Background: an optimization exercise with open tools, aiming at small area and a short achievable clock period. Do not read the settings as production practice. Function was checked by simulation only, so behaviour that the tests miss may differ from the original. Power and IR drop assume default switching activity.

==> flow/design.v (excerpt) <==
module JTAG_Interface(
	iCLK,
	iRST,
	iTCK,
	iTDI,
	iIR_IN,
	iSTATE_CDR,
	iSTATE_SDR,
	iSTATE_UDR,
	iREAD_0,
	iREAD_1,
	iREAD_2,
	iREAD_3,
	iREAD_4,
	iREAD_5,
	iREAD_6,
	iREAD_7,
	iREAD_8,
	iREAD_9,
	iREAD_A,
	iREAD_B,
	iREAD_C,
	iREAD_D,
	iREAD_E,
	oTDO,
	oWRITE_0,
	oWRITE_1,
	oWRITE_2,
	oWRITE_3,
	oWRITE_4,
	oWRITE_5,
	oWRITE_6,
	oWRITE_7,
	oWRITE_8,
	oWRITE_9,
	oWRITE_A,
	oWRITE_B,
	oWRITE_C,
	oWRITE_D,
	oWRITE_E
);
input wire	iCLK;
input wire	iRST;
input wire	iTCK;
input wire	iTDI;
input wire	[8:0] iIR_IN;
input wire	iSTATE_CDR;
input wire	iSTATE_SDR;
input wire	iSTATE_UDR;
input wire	[31:0] iREAD_0;
input wire	[31:0] iREAD_1;
input wire	[31:0] iREAD_2;
input wire	[31:0] iREAD_3;
input wire	[31:0] iREAD_4;
input wire	[31:0] iREAD_5;
input wire	[31:0] iREAD_6;
input wire	[31:0] iREAD_7;
input wire	[31:0] iREAD_8;
input wire	[31:0] iREAD_9;
input wire	[31:0] iREAD_A;
input wire	[31:0] iREAD_B;
input wire	[31:0] iREAD_C;
input wire	[31:0] iREAD_D;
input wire	[31:0] iREAD_E;
output wire	oTDO;
output wire	[31:0] oWRITE_0;
output wire	[31:0] oWRITE_1;
output wire	[31:0] oWRITE_2;
output wire	[31:0] oWRITE_3;
output wire	[31:0] oWRITE_4;
output wire	[31:0] oWRITE_5;
output wire	[31:0] oWRITE_6;
output wire	[31:0] oWRITE_7;
output wire	[31:0] oWRITE_8;
output wire	[31:0] oWRITE_9;
output wire	[31:0] oWRITE_A;
output wire	[31:0] oWRITE_B;
output wire	[31:0] oWRITE_C;
output wire	[31:0] oWRITE_D;
output wire	[31:0] oWRITE_E;
reg t1, t2, t3, t4;
reg c1, s1, u1;
reg d1, d2;
reg ev, cap, shf, upd;
reg tdo;
reg [31:0] W;
reg [479:0] wr;
wire rise = t3 & ~t4;
always @(posedge iCLK) begin
	if (iRST) begin
		t1 <= 1'b0; t2 <= 1'b0; t3 <= 1'b0; t4 <= 1'b0;
		c1 <= 1'b0; s1 <= 1'b0; u1 <= 1'b0;
		d1 <= 1'b0; d2 <= 1'b0;
		ev <= 1'b0; cap <= 1'b0; shf <= 1'b0; upd <= 1'b0;
		tdo <= 1'b0;
	end else begin
		t1 <= iTCK; t2 <= t1; t3 <= t2; t4 <= t3;
		c1 <= iSTATE_CDR; s1 <= iSTATE_SDR; u1 <= iSTATE_UDR;
  ...
Size in the first run: ~1,500 cells after synthesis, roughly 530 flip-flops, roughly 19,000 µm² of cells after synthesis.
export LEC_CHECK = 0
export CAP_MARGIN = 20
export CORE_AREA = 10 10 350 350
export DIE_AREA = 0 0 360 360
export SETUP_SLACK_MARGIN = 2.6
export SLEW_MARGIN = 20
export SYNTH_HIERARCHICAL = 1
export SYNTH_MINIMUM_KEEP_SIZE = 0
create_clock -name core_clock -period 5.0 [get_ports {iCLK}]
standard.sh (not shown) runs the stock make flow with config.mk's settings and CLKGATE_MAP_FILE= SYNTH_SCRIPT=/design/flow/synth_recipe.tcl, a recipe that flattens the netlist after the stock synthesis.
==> flow/flow/run.sh <==
#!/bin/bash
# The standard ORFS layout, with the port buffers made of the smallest
# buffer (sky130_fd_sc_hd__buf_1; repair_design resizes them where needed)
# and the pins placed by flow/pins.tcl (each bit slice's pins together).
set -euo pipefail
here=$(cd "$(dirname "$0")" && pwd)
bash standard.sh "BUFFER_PORTS_ARGS=-buffer_cell sky130_fd_sc_hd__buf_1" \
  "PRE_IO_PLACEMENT_TCL=$here/pins.tcl" finish > standard_make.log 2>&1
==> flow/flow/pins.tcl <==
# Pin placement: each bit slice's fifteen write outputs and fifteen read
# inputs sit together on the die edge, slices in bit order around the die
# (bottom, right, top, left), control pins in the middle of the left edge.
# Die 360 x 360 um. Pins are two routing tracks apart.
set die 360.0
set hex {0 1 2 3 4 5 6 7 8 9 A B C D E}
proc put {name edge t} {
  global die
  if {$edge eq "bottom" || $edge eq "top"} {
    set x [expr {0.23 + 0.46 * $t}]
    set y [expr {$edge eq "bottom" ? 0.24 : $die - 0.24}]
    place_pin -pin_name $name -layer met2 -location [list $x $y] -pin_size {0.14 0.48}
  } else {
    set y [expr {0.34 + 0.68 * $t}]
    set x [expr {$edge eq "left" ? 0.4 : $die - 0.4}]
    place_pin -pin_name $name -layer met3 -location [list $x $y] -pin_size {0.8 0.3}
  }
}
proc slice_pins {b} {
  global hex
  set l {}
  foreach h $hex { lappend l "oWRITE_${h}\[$b\]" }
  foreach h $hex { lappend l "iREAD_${h}\[$b\]" }
  return $l
}
proc put_slice {b edge t0 dir} {
  set j 0
  foreach n [slice_pins $b] {
    put $n $edge [expr {$t0 + $dir * 2 * $j}]
    incr j
  }
}
set b 0
# bottom: 10 slices, left to right, 32 um apart
for {set k 0} {$k < 10} {incr k} {
  put_slice $b bottom [expr {int((20 + 32 * $k) / 0.46)}] 1; incr b
}
# right: 6 slices, bottom to top, 52 um apart
for {set k 0} {$k < 6} {incr k} {
  put_slice $b right [expr {int((25 + 52 * $k) / 0.68)}] 1; incr b
}
# top: 10 slices, right to left
for {set k 0} {$k < 10} {incr k} {
  put_slice $b top [expr {int((340 - 32 * $k) / 0.46)}] -1; incr b
}
# left: 6 slices, top to bottom, around the control pins
foreach y1 {335 288 241 147 100 53} {
  put_slice $b left [expr {int($y1 / 0.68)}] -1; incr b
}
set ctrl {iTDI oTDO iTCK iSTATE_CDR iSTATE_SDR iSTATE_UDR iRST iCLK}
for {set i 0} {$i < 9} {incr i} { lappend ctrl "iIR_IN\[$i\]" }
set j 0
foreach n $ctrl {
  put $n left [expr {int(160 / 0.68) + 2 * $j}]
  incr j
}
The baseline failed in 3_2_place_iop.
Edit:
==> flow/flow/pins.tcl (replaced) <==
# Pin placement: each bit slice's fifteen write outputs and fifteen read
# inputs sit together on the die edge, slices in bit order around the die
# (10 on the bottom, 6 on the right, 10 on the top, 6 on the left), control
# pins in the middle of the left edge. Pins are two routing tracks apart.
set ::die 320.0
set ::hex {0 1 2 3 4 5 6 7 8 9 A B C D E}
proc put {name edge t} {
  set die $::die
  if {$edge eq "bottom" || $edge eq "top"} {
    set x [expr {0.23 + 0.46 * $t}]
    set y [expr {$edge eq "bottom" ? 0.24 : $die - 0.24}]
    place_pin -pin_name $name -layer met2 -location [list $x $y] -pin_size {0.14 0.48}
  } else {
    set y [expr {0.34 + 0.68 * $t}]
    set x [expr {$edge eq "left" ? 0.4 : $die - 0.4}]
    place_pin -pin_name $name -layer met3 -location [list $x $y] -pin_size {0.8 0.3}
  }
}
proc slice_pins {b} {
  set l {}
  foreach h $::hex { lappend l "oWRITE_${h}\[$b\]" }
  foreach h $::hex { lappend l "iREAD_${h}\[$b\]" }
  return $l
}
# a slice of 30 pins from track t0, 2 tracks apart, in direction dir
proc put_slice {b edge t0 dir} {
  set j 0
  foreach n [slice_pins $b] {
    put $n $edge [expr {$t0 + $dir * 2 * $j}]
    incr j
  }
}
set lo 12.0
set hi [expr {$::die - 12.0}]
# slice pitch along bottom/top (10 slices of 27.6 um) and left/right
set px [expr {($hi - $lo - 27.6) / 9.0}]
set b 0
for {set k 0} {$k < 10} {incr k} {
  put_slice $b bottom [expr {int(($lo + $px * $k) / 0.46)}] 1; incr b
}
# right: 6 slices of 40.8 um, bottom to top, evenly spread
set py [expr {($hi - $lo - 40.8) / 5.0}]
for {set k 0} {$k < 6} {incr k} {
  put_slice $b right [expr {int(($lo + $py * $k) / 0.68)}] 1; incr b
}
for {set k 0} {$k < 10} {incr k} {
  put_slice $b top [expr {int(($hi - $px * $k) / 0.46)}] -1; incr b
}
# left: 3 slices down from the top, 3 slices up from the bottom
set gap 2.0
for {set k 0} {$k < 3} {incr k} {
  put_slice $b left [expr {int(($hi - (40.8 + $gap) * $k) / 0.68)}] -1; incr b
}
for {set k 2} {$k >= 0} {incr k -1} {
  put_slice $b left [expr {int(($lo + 40.8 + (40.8 + $gap) * $k) / 0.68)}] -1; incr b
}
set ctrl {iTDI oTDO iTCK iSTATE_CDR iSTATE_SDR iSTATE_UDR iRST iCLK}
for {set i 0} {$i < 9} {incr i} { lappend ctrl "iIR_IN\[$i\]" }
set j 0
foreach n $ctrl {
  put $n left [expr {int(($::die / 2 - 11.0) / 0.68) + 2 * $j}]
  incr j
}
Settings changed: CORE_AREA 10 10 350 350 to 10 10 310 310, CTS_CLUSTER_DIAMETER from default to 70, CTS_CLUSTER_SIZE from default to 22, DIE_AREA 0 0 360 360 to 0 0 320 320, SETUP_SLACK_MARGIN 2.6 to 2.7.
Result: This time the run finished clean; area after synthesis stays the same; synthesized cell count is unchanged.
Edit:
Settings changed: PLACE_DENSITY from default to 0.9, SETUP_SLACK_MARGIN 2.7 to 2.8.
=>
- The changed run completed with no timing, DRC or antenna violations
- sequential share of layout area goes down by 0.96 points
- combinational power rises by 9.7%
- wire length goes up by 4.5%
- synthesized cell count does not change
- maximum frequency rises by 1.2%
Edit:
==> flow/flow/pins.tcl (replaced) <==
# Pin placement: each bit slice's fifteen write outputs and fifteen read
# inputs sit together on the die edge, slices in bit order around the die
# (bottom, right, top, left), control pins in the middle of the left edge.
# Die 360 x 360 um. Pins are two routing tracks apart.
set ::die 360.0
set ::hex {0 1 2 3 4 5 6 7 8 9 A B C D E}
proc put {name edge t} {
  set die $::die
  if {$edge eq "bottom" || $edge eq "top"} {
    set x [expr {0.23 + 0.46 * $t}]
    set y [expr {$edge eq "bottom" ? 0.24 : $die - 0.24}]
    place_pin -pin_name $name -layer met2 -location [list $x $y] -pin_size {0.14 0.48}
  } else {
    set y [expr {0.34 + 0.68 * $t}]
    set x [expr {$edge eq "left" ? 0.4 : $die - 0.4}]
    place_pin -pin_name $name -layer met3 -location [list $x $y] -pin_size {0.8 0.3}
  }
}
proc slice_pins {b} {
  set hex $::hex
  set l {}
  foreach h $hex { lappend l "oWRITE_${h}\[$b\]" }
  foreach h $hex { lappend l "iREAD_${h}\[$b\]" }
  return $l
}
proc put_slice {b edge t0 dir} {
  set j 0
  foreach n [slice_pins $b] {
    put $n $edge [expr {$t0 + $dir * 2 * $j}]
    incr j
  }
}
set b 0
# bottom: 10 slices, left to right, 32 um apart
for {set k 0} {$k < 10} {incr k} {
  put_slice $b bottom [expr {int((20 + 32 * $k) / 0.46)}] 1; incr b
}
# right: 6 slices, bottom to top, 52 um apart
for {set k 0} {$k < 6} {incr k} {
  put_slice $b right [expr {int((25 + 52 * $k) / 0.68)}] 1; incr b
}
# top: 10 slices, right to left
for {set k 0} {$k < 10} {incr k} {
  put_slice $b top [expr {int((340 - 32 * $k) / 0.46)}] -1; incr b
}
# left: 6 slices, top to bottom, around the control pins
foreach y1 {335 288 241 147 100 53} {
  put_slice $b left [expr {int($y1 / 0.68)}] -1; incr b
}
set ctrl {iTDI oTDO iTCK iSTATE_CDR iSTATE_SDR iSTATE_UDR iRST iCLK}
for {set i 0} {$i < 9} {incr i} { lappend ctrl "iIR_IN\[$i\]" }
set j 0
foreach n $ctrl {
  put $n left [expr {int(160 / 0.68) + 2 * $j}]
  incr j
}
Settings changed: CORE_AREA 10 10 310 310 to 10 10 350 350, CTS_CLUSTER_DIAMETER 70 to default, CTS_CLUSTER_SIZE 22 to default, DIE_AREA 0 0 320 320 to 0 0 360 360, PLACE_DENSITY 0.9 to default.
=> Global-route usage came out lower by 2.8 points; flip-flop and latch count is unchanged; total power is higher by a quarter to a third; clock power went up by well over a third; area after synthesis is unchanged; register-to-register slack improved by 0.02 ns; sequential share of layout area came out lower by 2.6 points; core utilization came out lower by 5.0 points; maximum frequency barely changes; setup slack is worse by 0.0062 ns.
Edit:
Settings changed: SETUP_SLACK_MARGIN 2.8 to 3.0.
The changed run went through all stages and came out clean.
Routed wire length increases by 15%.
Non-clock buffer count climbs by 195.
Core utilization grows by 5.3 points.
Design area went up by 22%.
First-iteration DRC count rises by 15%.
Maximum frequency rises by 1.7%.
Worst setup slack gains 0.038 ns.
Worst hold slack improved by 0.012 ns.
Cell count rose by 4.9%.
Total power rose by 2.7%.
Edit:
==> flow/flow/pins.tcl (replaced) <==
# Pin placement: each bit slice's fifteen write outputs and fifteen read
# inputs sit together on the die edge, slices in bit order around the die
# (10 on the bottom, 6 on the right, 10 on the top, 6 on the left), control
# pins in the middle of the left edge. Pins are two routing tracks apart.
set ::die 320.0
set ::hex {0 1 2 3 4 5 6 7 8 9 A B C D E}
proc put {name edge t} {
  set die $::die
  if {$edge eq "bottom" || $edge eq "top"} {
    set x [expr {0.23 + 0.46 * $t}]
    set y [expr {$edge eq "bottom" ? 0.24 : $die - 0.24}]
    place_pin -pin_name $name -layer met2 -location [list $x $y] -pin_size {0.14 0.48}
  } else {
    set y [expr {0.34 + 0.68 * $t}]
    set x [expr {$edge eq "left" ? 0.4 : $die - 0.4}]
    place_pin -pin_name $name -layer met3 -location [list $x $y] -pin_size {0.8 0.3}
  }
}
proc slice_pins {b} {
  set l {}
  foreach h $::hex { lappend l "oWRITE_${h}\[$b\]" }
  foreach h $::hex { lappend l "iREAD_${h}\[$b\]" }
  return $l
}
# a slice of 30 pins from track t0, 2 tracks apart, in direction dir
proc put_slice {b edge t0 dir} {
  set j 0
  foreach n [slice_pins $b] {
    put $n $edge [expr {$t0 + $dir * 2 * $j}]
    incr j
  }
}
set lo 12.0
set hi [expr {$::die - 12.0}]
# slice pitch along bottom/top (10 slices of 27.6 um) and left/right
set px [expr {($hi - $lo - 27.6) / 9.0}]
set b 0
for {set k 0} {$k < 10} {incr k} {
  put_slice $b bottom [expr {int(($lo + $px * $k) / 0.46)}] 1; incr b
}
# right: 6 slices of 40.8 um, bottom to top, evenly spread
set py [expr {($hi - $lo - 40.8) / 5.0}]
for {set k 0} {$k < 6} {incr k} {
  put_slice $b right [expr {int(($lo + $py * $k) / 0.68)}] 1; incr b
}
for {set k 0} {$k < 10} {incr k} {
  put_slice $b top [expr {int(($hi - $px * $k) / 0.46)}] -1; incr b
}
# left: 3 slices down from the top, 3 slices up from the bottom
set gap 2.0
for {set k 0} {$k < 3} {incr k} {
  put_slice $b left [expr {int(($hi - (40.8 + $gap) * $k) / 0.68)}] -1; incr b
}
for {set k 2} {$k >= 0} {incr k -1} {
  put_slice $b left [expr {int(($lo + 40.8 + (40.8 + $gap) * $k) / 0.68)}] -1; incr b
}
set ctrl {iTDI oTDO iTCK iSTATE_CDR iSTATE_SDR iSTATE_UDR iRST iCLK}
for {set i 0} {$i < 9} {incr i} { lappend ctrl "iIR_IN\[$i\]" }
set j 0
foreach n $ctrl {
  put $n left [expr {int(($::die / 2 - 11.0) / 0.68) + 2 * $j}]
  incr j
}
Settings changed: CORE_AREA 10 10 350 350 to 10 10 310 310, CTS_CLUSTER_DIAMETER from default to 70, CTS_CLUSTER_SIZE from default to 22, DIE_AREA 0 0 360 360 to 0 0 320 320, SETUP_SLACK_MARGIN 3.0 to 2.88.
=> Total power decreases by 19%. Design area decreases by 11%. Core utilization increases by 4.4 points. Via count decreases by 6.6%. Setup slack is better by 0.088 ns. Non-clock buffer count decreases by 141.

==> re-timing with driven ports <==
In the flow no input, the clock included, has a driving cell. The finished layouts below were timed again as built, in two steps. Step 1: set_driving_cell puts a clkbuf_16 on iCLK and a buf_2 on each other input, an assumption about the parent block. Step 2 adds t to the input delays and takes it off the output delays; t is the mean of the earliest and latest rising clock arrival at the registers after step 1. Input paths then give back, and output paths get back, about the clock's delay inside the block. Three values: ideal ports, drivers, drivers and shift; two values: the first two.
run	t, ns	setup slack, ns	slew at the worst register clock pin (ns)	worst slew at a driven data input, ns	cell pins on the clock port's net
the second run	0.666	2.695 / 2.691 / 2.028	0.09 / 0.09	0.06	1
the third run	0.667	2.723 / 2.733 / 2.066	0.09 / 0.09	0.05	1
the fourth run	0.687	2.716 / 2.740 / 2.053	0.07 / 0.07	0.06	1
the fifth run	0.682	2.755 / 2.760 / 2.078	0.07 / 0.07	0.07	1
the sixth run	0.672	2.843 / 2.821 / 2.168	0.10 / 0.10	0.06	1
After both steps setup and hold are still met in every run listed. The setup slack of the fifth run, which loses most, moves by +0.005 ns with the drivers and by -0.677 ns with both steps.
